This design comes from an exercise in tuning for small area and a short achievable clock period on the open sky130 flow, not from production work.
Where RTL was checked, it was by simulation tests only, not by an equivalence proof against the original.
Power and IR drop assume default switching activity.

garnet:
## Controller
module Controller (CLK, reset, busIn, instrIn, imemAddr, out);
input CLK;
input reset;
input [31:0] busIn;
input [15:0] instrIn;
output [15:0] imemAddr;
output [106:0] out;
reg [15:0] pc;
reg [31:0] acc;
reg mode;
wire [7:0] op  = instrIn[15:8];
wire [7:0] imm = instrIn[7:0];
wire lo_ok  = (op[7:4] == 4'h0);       
wire hi_ok  = (op[7:4] == 4'h1);       
wire [3:0] o = op[3:0];
wire o_br   = hi_ok & (o == 4'h0);
wire o_brz  = hi_ok & (o == 4'h1);
wire o_brnz = hi_ok & (o == 4'h2);
wire o_exit = hi_ok & (o == 4'h3);
wire o_st   = lo_ok & (o == 4'h9);
wire busform = lo_ok & ((o == 4'h1) | (o == 4'h3) | (o == 4'h7) | (o == 4'ha) | (o == 4'hc) | (o == 4'he));
wire m0 = ~mode;
wire [31:0] b = mode ? busIn : {24'b0, imm};
wire sub = mode ? (op[1] & op[0]) : (op[2] & ~op[0]);
wire [31:0] bx = b ^ {32{sub}};
wire [31:0] p0 = acc ^ bx;
wire [31:0] g0 = acc & bx;
wire [31:0] sum;
wire [31:0] ad_p0 = acc ^ bx;
wire [31:0] ad_g0 = acc & bx;
wire ad_gc0 = ad_g0[0] | (ad_p0[0] & sub);
wire ad_g_0 = ad_g0[1] | (ad_p0[1] & ad_gc0);
wire ad_g_1 = ad_g0[3] | (ad_p0[3] & ad_g0[2]);
wire ad_p_1 = ad_p0[3] & ad_p0[2];
wire ad_g_2 = ad_g0[5] | (ad_p0[5] & ad_g0[4]);
wire ad_p_2 = ad_p0[5] & ad_p0[4];
wire ad_g_3 = ad_g0[7] | (ad_p0[7] & ad_g0[6]);
wire ad_p_3 = ad_p0[7] & ad_p0[6];
wire ad_g_4 = ad_g0[9] | (ad_p0[9] & ad_g0[8]);
wire ad_p_4 = ad_p0[9] & ad_p0[8];
wire ad_g_5 = ad_g0[11] | (ad_p0[11] & ad_g0[10]);
wire ad_p_5 = ad_p0[11] & ad_p0[10];
wire ad_g_6 = ad_g0[13] | (ad_p0[13] & ad_g0[12]);
wire ad_p_6 = ad_p0[13] & ad_p0[12];
  ...
Settings: LEC_CHECK=0, ABC_AREA=1, CAP_MARGIN=20, CORE_MARGIN=2, CORE_UTILIZATION=45, SETUP_SLACK_MARGIN=2.5, SLEW_MARGIN=20, SYNTH_HIERARCHICAL=1; clock period 9.0 ns.
standard.sh (not shown) runs the stock make flow with config.mk's settings and CLKGATE_MAP_FILE= SYNTH_SCRIPT=/design/flow/synth_recipe.tcl, a recipe that flattens the netlist after the stock synthesis.
==> flow/flow/run.sh <==
#!/bin/bash
# Own layout flow: the standard ORFS flow with two changes.
#  - Synthesis: ADDER_MAP_FILE is left empty, so Yosys does not extract full/half adder cells
#    before ABC and ABC maps the adders' gates itself (faster, no larger). Everything else in
#    the standard synthesis, and so every register, its name and cell type, is unchanged.
#  - Placement: every port still gets a buffer, but sky130_fd_sc_hd__buf_1 instead of the delay
#    cell buffer_ports picks by default; the resizer upsizes these where timing needs it.
# Each step's full log is under orfs/logs/; make's own output goes to standard_finish.log.
set -euo pipefail
export BUFFER_PORTS_ARGS="-buffer_cell sky130_fd_sc_hd__buf_1"
bash standard.sh ADDER_MAP_FILE= finish > standard_finish.log 2>&1
> inputs changed (garnet -> zinc)
--- a/flow/design.v
+++ b/flow/design.v
@@ -145,29 +145,56 @@
 assign sum[30] = ad_p0[30] ^ ad_g_41;
 assign sum[31] = ad_p0[31] ^ ad_g_56;
 function [31:0] rev32(input [31:0] x);
   integer k;
   for (k = 0; k < 32; k = k + 1) rev32[k] = x[31-k];
 endfunction
 wire dir_l = op[0];                  
 wire [31:0] sh_in = dir_l ? acc : rev32(acc);
 wire [31:0] x4 = sh_in << imm[3:0];
 wire n4 = imm[4];
-wire s_add, s_shl_lo, s_shl_hi, s_shr_lo, s_shr_hi, s_ld, s_g, s_p, s_keep;
-acc_dec u_dec (.mode(mode), .op(op), .n4(n4), .s_add(s_add), .s_shl_lo(s_shl_lo),
-               .s_shl_hi(s_shl_hi), .s_shr_lo(s_shr_lo), .s_shr_hi(s_shr_hi), .s_ld(s_ld),
-               .s_g(s_g), .s_p(s_p), .s_keep(s_keep));
+reg f_add, f_shl, f_shr, f_ld, f_g, f_p, f_keep;
+always @* begin
+  {f_add, f_shl, f_shr, f_ld, f_g, f_p, f_keep} = 7'b0;
+  if (mode)
+    case (o)
+      4'h1, 4'h3: f_add = 1'b1;
+      4'h7: f_ld = 1'b1;
+      4'ha: f_g = 1'b1;
+      4'hc: begin f_g = 1'b1; f_p = 1'b1; end
+      4'he: f_p = 1'b1;
+      default: f_keep = 1'b1;
+    endcase
+  else
+    case (o)
+      4'h2, 4'h4: f_add = 1'b1;
+      4'h5: f_shl = 1'b1;
+      4'h6: f_shr = 1'b1;
+      4'h8: f_ld = 1'b1;
+      4'hb: f_g = 1'b1;
+      4'hd: begin f_g = 1'b1; f_p = 1'b1; end
+      4'hf: f_p = 1'b1;
+      default: f_keep = 1'b1;
+    endcase
+end
+wire s_add  = lo_ok & f_add;
+wire s_shl  = lo_ok & f_shl;
+wire s_shr  = lo_ok & f_shr;
+wire s_ld   = lo_ok & f_ld;
+wire s_g    = lo_ok & f_g;
+wire s_p    = lo_ok & f_p;
+wire s_keep = ~lo_ok | f_keep;
 wire [31:0] n_add = ~({32{s_add}} & sum);
-wire [31:0] n_sh  = ~(({32{s_shl_lo}} & x4)
-                    | ({32{s_shl_hi}} & {x4[15:0], 16'b0})
-                    | ({32{s_shr_lo}} & rev32(x4))
-                    | ({32{s_shr_hi}} & {16'b0, rev32({x4[15:0], 16'b0})}));
+wire [31:0] n_sh  = ~(({32{s_shl & ~n4}} & x4)
+                    | ({32{s_shl &  n4}} & {x4[15:0], 16'b0})
+                    | ({32{s_shr & ~n4}} & rev32(x4))
+                    | ({32{s_shr &  n4}} & {16'b0, rev32({x4[15:0], 16'b0})}));
 wire [31:0] n_lg  = ~(({32{s_ld}}  & b)
                     | ({32{s_g}}   & g0)
                     | ({32{s_p}}   & p0)
                     | ({32{s_keep}} & acc));
 wire [31:0] acc_n;
 nand3x32 u_fin (.a(n_add), .b(n_sh), .c(n_lg), .y(acc_n));
 wire zero  = ~|acc;
 wire taken = m0 & (o_br | (o_brz & zero) | (o_brnz & ~zero));
 wire hold  = m0 & busform;
 wire [7:0] inc_lo = taken ? imm : {7'b0, ~hold};
@@ -218,26 +245,10 @@
     mode <= 1'b0;
   end else begin
     pc   <= pc_n;
     acc  <= acc_n;
     mode <= rd;
   end
 endmodule
 module nand3x32(input [31:0] a, input [31:0] b, input [31:0] c, output [31:0] y);
 assign y = ~(a & b & c);
 endmodule
-module acc_dec(input mode, input [7:0] op, input n4, output s_add, output s_shl_lo,
-               output s_shl_hi, output s_shr_lo, output s_shr_hi, output s_ld, output s_g,
-               output s_p, output s_keep);
-wire lo_ok = (op[7:4] == 4'h0);
-wire [3:0] o = op[3:0];
-wire m1 = mode, m0 = ~mode;
-assign s_add    = lo_ok & ((m1 & ((o == 4'h1) | (o == 4'h3))) | (m0 & ((o == 4'h2) | (o == 4'h4))));
-assign s_shl_lo = lo_ok & m0 & (o == 4'h5) & ~n4;
-assign s_shl_hi = lo_ok & m0 & (o == 4'h5) &  n4;
-assign s_shr_lo = lo_ok & m0 & (o == 4'h6) & ~n4;
-assign s_shr_hi = lo_ok & m0 & (o == 4'h6) &  n4;
-assign s_ld     = lo_ok & ((m1 & (o == 4'h7)) | (m0 & (o == 4'h8)));
-assign s_g      = lo_ok & ((m1 & ((o == 4'ha) | (o == 4'hc))) | (m0 & ((o == 4'hb) | (o == 4'hd))));
-assign s_p      = lo_ok & ((m1 & ((o == 4'he) | (o == 4'hc))) | (m0 & ((o == 4'hf) | (o == 4'hd))));
-assign s_keep   = ~(s_add | s_shl_lo | s_shl_hi | s_shr_lo | s_shr_hi | s_ld | s_g | s_p);
-endmodule
==> notes.md <==
- Higher flip-flop and latch share of the layout cell area goes to zinc over garnet.
- Proportion of cell area occupied by multi-input gates in zinc is 0.19 points higher than in garnet
- Compare garnet and zinc | share of the cycle needed by the critical path after routing lower: garnet
- Utilization ended up 1.1 points lower on zinc than on garnet.
- Comparing met3 wire length for garnet and zinc, the smaller number came from zinc.
- Compared with garnet, zinc shows global-route wire length before repair that has gone up slightly.
- zinc ended with less total power of the final layout than garnet.
- In zinc, the met2 usage in global routing came out 5.3 points above the value in garnet.
Only the layout flow was run in garnet; the RTL was not checked for function there.

## re-timing with driven ports
The results above use ideal ports. As a check the final layouts listed here were re-extracted and re-timed, cells and wires unchanged. Step 1 sets driving cells, clkbuf_16 on the clock port and buf_2 on the other inputs (assumed; they add their load-dependent delay and slew). Step 2 moves the port delays by t, midway between the first and last clock arrival at a register: inputs arrive t later, outputs are due t later. That takes back most of the time a late clock gives input paths. Three values: ideal, step 1, step 2; two values: the first two.
| run | t, ns | slack for setup (ns) | worst slew at a driven data input, ns |
|---|---|---|---|
| garnet | 0.357 | 2.693 / 2.542 / 2.542 | 0.18 |
| zinc | 0.359 | 2.664 / 2.627 / 2.627 | 0.07 |
After both steps every run listed still meets setup and hold. For garnet, which loses most, drivers alone change the setup slack by -0.151 ns; drivers and shift together by -0.151 ns.
